This design comes from an exercise in tuning for small area on the open sky130 flow, not from production work. Only simulation tests tie the RTL to the original design; equivalence was not proved. Power is estimated from default activity; no workload was simulated.

`design/flow/run.sh`:
```
#!/bin/bash
# synth_recipe.tcl (not shown) runs the flow's synth.tcl, then flattens the netlist and writes it again
# the make line also repeats each setting of config.mk as NAME=value (left out here)
make -C /OpenROAD-flow-scripts/flow DESIGN_CONFIG=/design/flow/config.mk WORK_HOME=/design/flow/orfs CLKGATE_MAP_FILE= SYNTH_SCRIPT=/design/flow/synth_recipe.tcl finish
```
`design/flow/config.mk`:
```
export PLATFORM = sky130hd
export DESIGN_NAME = musicbox
export DESIGN_NICKNAME = musicbox
export VERILOG_FILES = /design/flow/design.v
export SDC_FILE = /design/flow/constraint.sdc
export NUM_CORES = 4
export LEC_CHECK = 0
export ABC_AREA = 1
export CAP_MARGIN = 20
export CORE_MARGIN = 2
export CORE_UTILIZATION = 60
export SLEW_MARGIN = 20
```
`design/flow/constraint.sdc`:
```
create_clock -name core_clock -period 100.0 [get_ports {clk}]
set_input_delay 20.0000 -clock core_clock [delete_from_list [all_inputs] [get_ports {clk}]]
set_output_delay 20.0000 -clock core_clock [all_outputs]
set_load 0.01 [all_outputs]
```
`design/flow/design.v`:
```
module songrom(a, y);
input [7:0] a;
output [4:0] y;
wire n14, n15, n16, n17, n18, n19, n20,
    n21, n22, n23, n24, n25, n26, n27, n28,
    n29, n30, n31, n32, n33, n34, n35, n36,
    n37, n38, n39, n40, n41, n42, n43, n44,
    n45, n46, n47, n48, n49, n50, n51, n52,
    n53, n54, n55, n56, n57, n58, n59, n60,
    n61, n62, n63, n64, n65, n66, n67, n68,
    n69, n70, n71, n72, n73, n74, n75, n76,
    n77, n78, n79, n80, n81, n82, n84, n85,
    n86, n87, n88, n89, n90, n91, n92, n93,
    n94, n95, n96, n97, n98, n99, n100,
    n101, n102, n103, n104, n105, n106, n107,
    n108, n109, n110, n111, n112, n113, n114,
    n115, n116, n117, n118, n119, n120, n121,
    n122, n123, n124, n125, n126, n127, n128,
    n129, n130, n131, n132, n133, n134, n135,
    n136, n137, n138, n139, n140, n141, n142,
    n143, n144, n145, n146, n147, n148, n149,
    n150, n152, n153, n154, n155, n157, n158,
    n159, n160, n161, n162, n163, n164, n165,
    n166, n168, n169, n170, n171, n172, n173,
    n174, n175, n176, n177, n178, n179, n180,
    n181, n182, n183, n184, n185, n186, n187,
    n188, n189, n190, n191, n192, n193, n194,
    n195, n196, n197, n198, n199, n200, n201;
  assign n14 = ~a[6] & a[3];
  assign n15 = a[4] & a[2];
  assign n16 = a[5] & ~n15;
  assign n17 = n14 & ~n16;
  assign n18 = a[3] & a[1];
  assign n19 = ~a[3] & ~a[1];
  assign n20 = ~n18 & ~n19;
  assign n21 = a[6] & a[0];
  assign n22 = a[2] & ~a[1];
  assign n23 = ~n18 & ~n22;
  assign n24 = a[0] & n23;
  assign n25 = ~a[2] & ~n20;
  assign n26 = ~n24 & n25;
  assign n27 = n21 & n26;
  assign n28 = a[5] & a[4];
  assign n29 = a[3] & ~n28;
  assign n30 = ~n21 & ~n29;
  assign n31 = n22 & ~n30;
  assign n32 = a[2] & a[1];
  assign n33 = a[0] & n32;
  assign n34 = ~n28 & n33;
  assign n35 = ~a[6] & n34;
  assign n36 = ~a[2] & a[0];
  assign n37 = ~n19 & n36;
  assign n38 = n23 & ~n37;
  assign n39 = ~n35 & ~n38;
  assign n40 = ~n31 & n39;
  assign n41 = ~n27 & n40;
  assign n42 = ~n20 & ~n41;
  assign n43 = ~a[4] & n41;
  assign n44 = a[0] & n22;
  assign n45 = ~n29 & n44;
  assign n46 = a[5] & a[3];
  assign n47 = n32 & n46;
  assign n48 = a[6] & ~n47;
  assign n49 = ~n45 & n48;
  assign n50 = ~n43 & n49;
  assign n51 = ~n42 & n50;
  assign n52 = a[2] & ~a[0];
  assign n53 = ~n22 & ~n52;
  assign n54 = a[1] & a[0];
  assign n55 = ~a[5] & a[2];
  assign n56 = n54 & ~n55;
  assign n57 = ~a[3] & ~n56;
  assign n58 = n53 & n57;
  assign n59 = ~n51 & ~n58;
  assign n60 = ~n17 & n59;
  assign n61 = ~a[7] & ~n60;
  assign n62 = ~a[3] & n22;
  assign n63 = ~a[0] & n62;
  assign n64 = ~a[4] & n46;
  assign n65 = ~n33 & ~n64;
  assign n66 = ~n63 & n65;
  assign n67 = ~n34 & ~n66;
  assign n68 = ~a[4] & n24;
  assign n69 = ~a[1] & n46;
  assign n70 = ~a[5] & a[3];
  assign n71 = a[1] & n70;
  assign n72 = ~n69 & ~n71;
  assign n73 = ~a[2] & ~n54;
  assign n74 = ~n72 & n73;
  assign n75 = ~n68 & ~n74;
  assign n76 = ~n67 & n75;
  assign n77 = a[7] & ~a[6];
  assign n78 = ~a[0] & n20;
  assign n79 = ~n44 & ~n78;
  assign n80 = ~a[4] & ~n79;
  assign n81 = n77 & ~n80;
  assign n82 = ~n76 & n81;
  assign y[4] = n61 | n82;
  assign n84 = ~a[3] & n55;
  assign n85 = n32 & ~n84;
  assign n86 = a[0] & n85;
  assign n87 = ~n24 & ~n85;
  assign n88 = a[4] & ~n87;
  assign n89 = ~n86 & n88;
  assign n90 = ~a[2] & ~a[0];
  assign n91 = a[5] & ~a[1];
  assign n92 = ~a[4] & ~n91;
  assign n93 = ~n46 & ~n92;
  assign n94 = n90 & ~n93;
  assign n95 = ~a[4] & a[3];
  assign n96 = a[2] & n95;
  assign n97 = ~n46 & ~n96;
  assign n98 = n54 & ~n97;
  assign n99 = a[5] & a[0];
  assign n100 = a[4] & ~n99;
  assign n101 = n62 & ~n100;
  assign n102 = n44 & n70;
  assign n103 = ~n101 & ~n102;
  assign n104 = ~n98 & n103;
  assign n105 = ~n94 & n104;
  assign n106 = ~n89 & n105;
  assign n107 = n77 & ~n106;
  assign n108 = a[7] & ~n107;
  assign n109 = ~a[4] & ~a[0];
  assign n110 = ~a[4] & ~n59;
  assign n111 = ~a[6] & ~a[5];
  assign n112 = ~n41 & ~n111;
  assign n113 = ~n110 & n112;
  assign n114 = n109 & n113;
  assign n115 = n23 & n52;
  assign n116 = ~n19 & ~n115;
  assign n117 = n111 & ~n116;
  assign n118 = n45 & n117;
  assign n119 = ~n14 & n32;
  assign n120 = n59 & n119;
  assign n121 = ~n118 & ~n120;
  assign n122 = ~n114 & n121;
  assign n123 = ~n108 & ~n122;
  assign n124 = ~n64 & ~n100;
  assign n125 = n33 & ~n124;
  assign n126 = ~n16 & ~n33;
  assign n127 = n96 & n126;
  assign n128 = ~n125 & ~n127;
  assign n129 = ~a[4] & ~n44;
  assign n130 = n46 & ~n129;
  assign n131 = n22 & ~n46;
  assign n132 = n109 & n131;
  assign n133 = n77 & ~n132;
  assign n134 = ~n130 & n133;
  assign n135 = ~n128 & n134;
  assign n136 = ~n55 & ~n71;
  assign n137 = n76 & n136;
  assign n138 = a[7] & ~n137;
  assign n139 = ~a[1] & ~a[0];
  assign n140 = a[4] & ~n139;
  assign n141 = ~n22 & n46;
  assign n142 = ~n140 & n141;
  assign n143 = ~a[3] & n28;
  assign n144 = ~n73 & n143;
  assign n145 = ~a[7] & ~n144;
  assign n146 = ~n142 & n145;
  assign n147 = ~a[6] & ~n32;
  assign n148 = ~n146 & n147;
  assign n149 = ~n138 & n148;
  assign n150 = ~n135 & ~n149;
  assign y[3] = n123 | ~n150;
  assign n152 = n69 & n140;
  assign n153 = n113 & ~n152;
  assign n154 = ~a[7] & ~n117;
  assign n155 = ~n153 & n154;
  assign y[2] = n107 | n155;
  assign n157 = ~a[6] & a[5];
  assign n158 = n61 & ~n157;
  assign n159 = n26 & ~n106;
  assign n160 = n106 & n115;
  assign n161 = n134 & ~n160;
  assign n162 = ~n159 & n161;
  assign n163 = ~n158 & ~n162;
  assign n164 = ~n155 & ~n163;
  assign n165 = ~a[4] & n120;
  assign n166 = n155 & n165;
  assign y[1] = n164 | n166;
  assign n168 = ~n73 & ~n126;
  assign n169 = n14 & ~n168;
  assign n170 = ~n113 & n169;
  assign n171 = ~a[5] & ~a[0];
  assign n172 = ~a[6] & ~n99;
  assign n173 = ~n171 & n172;
  assign n174 = ~n53 & ~n173;
  assign n175 = ~a[2] & ~n99;
  assign n176 = ~n139 & n175;
  assign n177 = ~a[3] & ~n176;
  assign n178 = ~n174 & n177;
  assign n179 = a[4] & n32;
  assign n180 = ~n28 & n52;
  assign n181 = ~n179 & ~n180;
  assign n182 = ~n24 & n181;
  assign n183 = a[6] & ~n62;
  assign n184 = ~n182 & n183;
  assign n185 = ~n178 & ~n184;
  assign n186 = ~n170 & n185;
  assign n187 = n64 & n90;
  assign n188 = ~n44 & ~n54;
  assign n189 = a[4] & n70;
  assign n190 = ~n188 & n189;
  assign n191 = ~n187 & ~n190;
  assign n192 = n77 & n191;
  assign n193 = ~n186 & n192;
  assign n194 = ~a[6] & ~n45;
  assign n195 = n191 & n194;
  assign n196 = a[7] & ~n195;
  assign n197 = n186 & ~n196;
  assign n198 = a[6] & ~n84;
  assign n199 = a[7] & ~n198;
  assign n200 = n80 & n199;
  assign n201 = ~n197 & ~n200;
  assign y[0] = n193 | ~n201;
endmodule
module musicbox(clk, rst, buzz);
input clk;
input rst;
output reg buzz;
reg [7:0] pos;
reg gap;
reg [14:0] cnt;
reg [7:0] bcnt;
wire [3:0] code;
wire last;
wire [4:0] rom;
songrom r(.a(pos), .y(rom));
assign {code,last} = rom;
wire tb = ~gap & (cnt[0] & ~cnt[1] & ~cnt[2] & cnt[4] & cnt[5] & ~cnt[6] & cnt[7] & cnt[8] & cnt[9] & cnt[10] & cnt[11] & cnt[12] & cnt[13] & cnt[14]);
wire wrap = (pos[1] & pos[2] & pos[6] & pos[7]);
wire tg = gap & (~cnt[3] & cnt[5] & cnt[6] & ~cnt[7] & cnt[8] & cnt[9] & cnt[10] & cnt[11]);
wire clr = rst | tb | tg | wrap;
wire pclr = rst | wrap;
wire adv = tg | (tb & ~last);
wire silent = gap | (code == 4'd0);
reg bterm;
always @(*) begin
  case(code)
    4'd1: bterm = (~bcnt[0] & bcnt[1] & bcnt[2] & ~bcnt[3] & ~bcnt[5] & ~bcnt[6] & bcnt[7]);
    4'd2: bterm = (~bcnt[3] & ~bcnt[4] & ~bcnt[5] & bcnt[6] & bcnt[7]);
    4'd3: bterm = (~bcnt[0] & bcnt[2] & bcnt[3] & bcnt[4] & ~bcnt[5] & ~bcnt[6]);
    4'd4: bterm = (bcnt[0] & bcnt[2] & ~bcnt[4] & bcnt[5] & ~bcnt[6] & bcnt[7]);
    4'd5: bterm = (bcnt[0] & bcnt[2] & ~bcnt[3] & ~bcnt[5] & bcnt[6] & ~bcnt[7]);
    4'd6: bterm = (bcnt[1] & bcnt[3] & bcnt[5] & bcnt[6] & ~bcnt[7]);
    4'd7: bterm = (bcnt[0] & ~bcnt[1] & bcnt[3] & bcnt[5] & bcnt[6] & bcnt[7]);
    4'd8: bterm = (~bcnt[2] & ~bcnt[4] & ~bcnt[5] & bcnt[6] & bcnt[7]);
    4'd9: bterm = (bcnt[0] & bcnt[1] & bcnt[2] & bcnt[3] & ~bcnt[6] & bcnt[7]);
    4'd10: bterm = (bcnt[2] & ~bcnt[3] & ~bcnt[5] & ~bcnt[6] & ~bcnt[7]);
    default: bterm = 1'b0;
  endcase
end
wire bclr = rst | silent | bterm;
always @(posedge clk) begin
  cnt <= clr ? 15'd0 : {cnt[13:0] ^ 14'd16383, (cnt[14] ^ cnt[0])};
  gap <= ~rst & (gap ? ~tg : (tb & last));
  pos <= pclr ? 8'd0 : pos + {7'd0, adv};
  bcnt <= bclr ? 8'd0 : {bcnt[6:0] ^ 7'd127, (bcnt[7] ^ bcnt[2])};
  buzz <= ~(rst | silent) & (buzz ^ bterm);
end
endmodule
```
==> run notes <==
==> cell type report <==
cell class / instances / share of cell area
tap: 46 / 0.0252
sequential: 33 / 0.290
inverter: 42 / 0.0692
clock buffer: 6 / 0.0181
clock inverter: 2 / 0.00439
multi-input combinational: 258 / 0.585
timing repair buffer: 2 / 0.00878
==> worst max path at each step <==
stage | startpoint | to | slack (ns)
after global placement | rst | cnt[2] | 78.78
after CTS | buzz | buzz | 78.74
after detailed placement | rst | cnt[13] | 78.76
after global routing | buzz | buzz | 78.70
after floorplan | rst | cnt[10] | 79.35
final | buzz | buzz | 78.77
==> placed cells by master, fill, tap and decap left out, types with 2 or more instances in the layout <==
cell,instances
clkinv_2,2
nor2_1,48
ha_1,3
inv_2,11
o21ai_1,2
nand3_2,3
nor2_2,14
nor4_1,4
xnor2_1,2
o21ai_0,14
dfxtp_1,33
clkdlybuf4s50_1,2
nor3_1,12
nand2_2,9
inv_1,31
clkbuf_4,5
nand2_1,62
nand3_1,34
o211ai_1,4
or2_2,2
a21oi_1,18
nand4_1,9
nor2_4,2
==> flip-flops by register name, summed over array words and instances (netlist names) <==
register	flops
bcnt	8
cnt	15
buzz	1
gap	1
pos	8
==> kinds of logic after synthesis <==
kind of cell             synth area share
AO/OA/AOI/OAI                       0.132
adder cells (fa/ha/maj)            0.0171
AND/OR/NAND/NOR                     0.451
buffers and inverters              0.0913
XOR/XNOR                          0.00799
flip-flops                          0.301
==> routing by layer <==
| layer | share of wire | wire length, um | global-route usage | vias to the layer above |
|---|---|---|---|---|
| met2 | 0.44 | 2210 | 0.430 | 96 |
| met3 | 0.079 | 398 | 0.0365 | 11 |
| met5 | 0 | 0 | 0 | - |
| met4 | 0.018 | 93 | 0.106 | 0 |
| met1 | 0.47 | 2350 | 0.377 | 1005 |
| li1 | - | - | - | 1131 |
==> power groups by stage <==
stage | clock network [mW] | logic [mW] | registers (mW)
finish | 0.00692 | 0.00140 | 0.0146
global route | 0.00782 | 0.00164 | 0.0147
CTS | 0.00726 | 0.00143 | 0.0146
detailed placement | 0 | 0.00141 | 0.0149
global placement | 0 | 0.00134 | 0.0149
floorplan | 0 | 0.00114 | 0.0147
==> results.ini <==
[status]
status=complete, no violations

[sta]
slew_headroom=0.642
timing.final.ws_setup_ns=78.77
maxSlewViolCount=0
timing.hold.ws_ns=0.427
finalCritPeriodShare=0.212
max_freq_mhz=47.1
finalSetupViolations=0
rsz0062_at_grt=no
tns_ns=0
hold_viol_final=0
fin_skew_ns=0.00337
finalCriticalPeriod_ns=21.23
worst_pin_slew_ns=0.536

[place]
dpl.hpwl_um=3920
dp.cells=381
dpl_worst_slack_ns=78.76
gp_congestion=1.04
dpl_cell_area_um2=2230
io_buffers=2

[yosys]
synth_common_cells=nand2_1, nor2_1, nand3_1
syn_area_um2=2190
async_reset_ff_frac=0
synth_area_per_cell_um2=6.41
synth_nets=347
synth-main-ff-cell=dfxtp_1
yosysMostFrequentCell=nand2_1
synth.distinct_cells=38
synth-edff-count=0
synthTopCellsByArea=dfxtp_1, nand2_1, nor2_1
ys.warnings.count=1
postSynthCellCount=342
yosys_register_bits=33
yosysTopAreaCell=dfxtp_1
synth_top_area_frac=0.301
seq_area_frac_synth=0.301

[worst_setup_path]
crit_path_max_incr_delay_ns=0.54
crit_buf_inv=1
r2r_slack_ns=96.33
crit_path_start_kind=flop
cp.arrival_ns=1.23
crit_cells=1
endpoint_kind=primary output
critical_path.cell_chain=clkdlybuf4s50_1
criticalPathCategory=flop to primary output
cpLargestDelayFamily=buffers and inverters
rr_endpoint=pos[6]
reg2regPathDepth=22
slowest_stage=clkdlybuf4s50_1
cp.required_ns=80.00
r2r_start=pos[3]
path_max_fanout=3

[floorplan]
initial_utilization=0.642
die_w_um=64.5
dieArea_um2=4160
design.core.area_um2=3420
fp.dieH_um=64.5
rows=21
io_pins=3

[power]
power.leakage_nw=0.956
ir_drop_mv=0.0109
power_mw=0.0229
swShare=0.250
power_switching_mw=0.00573
power.density_nw_per_um2=10.1
power_frac_clock=0.302
intPower_mw=0.0172
seqPwrFrac=0.637
p_comb_frac=0.061

[global_route]
antenna_found_initial=0
first_global_vias=2042
grt_pass1_wl_um=8960
grt_overflow_total=0
grt.total_usage=0.272
grt_max_degree=16

[clock_network]
cts_setup_buffers=0
htree_num_levels=2
post_cts_resized=0
cts_root_buf=clkbuf_4
clk_pin_slew_ns=0.09
cts_sinks=33
ctsHoldBuffers=0
clk_latency_ns=0.33
cts_tree=done
clockBufferDepth=2
cts_inserted_buffers=5

[finish]
multi_input_area_um2=1330
num_antenna_cells=0
fillers=345
regArea_um2=661
final_util=0.667
layout-drive-gt1-share=0.149
final_cells=389
final_nets=347
final_area_um2=2280
syn2layout_area_growth_pct=3.94

[job]
drv_cap=0

[routing]
vias=2243
vias_per_cell=5.77
antenna_left=0
dr.pass1.iters=5
dr.first_iter.drc_count=286
finalWirelength_um=5050
drc_errors=0
wl_per_cell_um=13.0

[hold_path]
min_path_cells=1
holdCritPathClass=flop to flop
holdPathEnd=cnt[2]
worstHoldStart=cnt[1]

static timing again, ports no longer ideal:
The results above use ideal ports. As a check the final layout listed here was re-extracted and re-timed, cells and wires unchanged. Step 1: set_driving_cell puts a clkbuf_16 on clk and a buf_2 on each other input, an assumption about the parent block. Step 2 also shifts input and output timing later by t, the mid clock arrival at the registers, as if the neighbouring blocks saw the same clock. Slacks: no drivers / after step 1 / after step 2; pairs: no drivers / after step 1.
shift t [ns]: 0.354
setup slack, ns: 78.765 / 78.744 / 78.757
worst setup path after step 2: input to register
latest minus earliest clock arrival (ns): 0.003 / 0.004
pins driven straight from the clock port: 1
After both steps this run still meets setup and hold. The setup slack of this run moves by -0.021 ns with the drivers and by -0.008 ns with both steps.
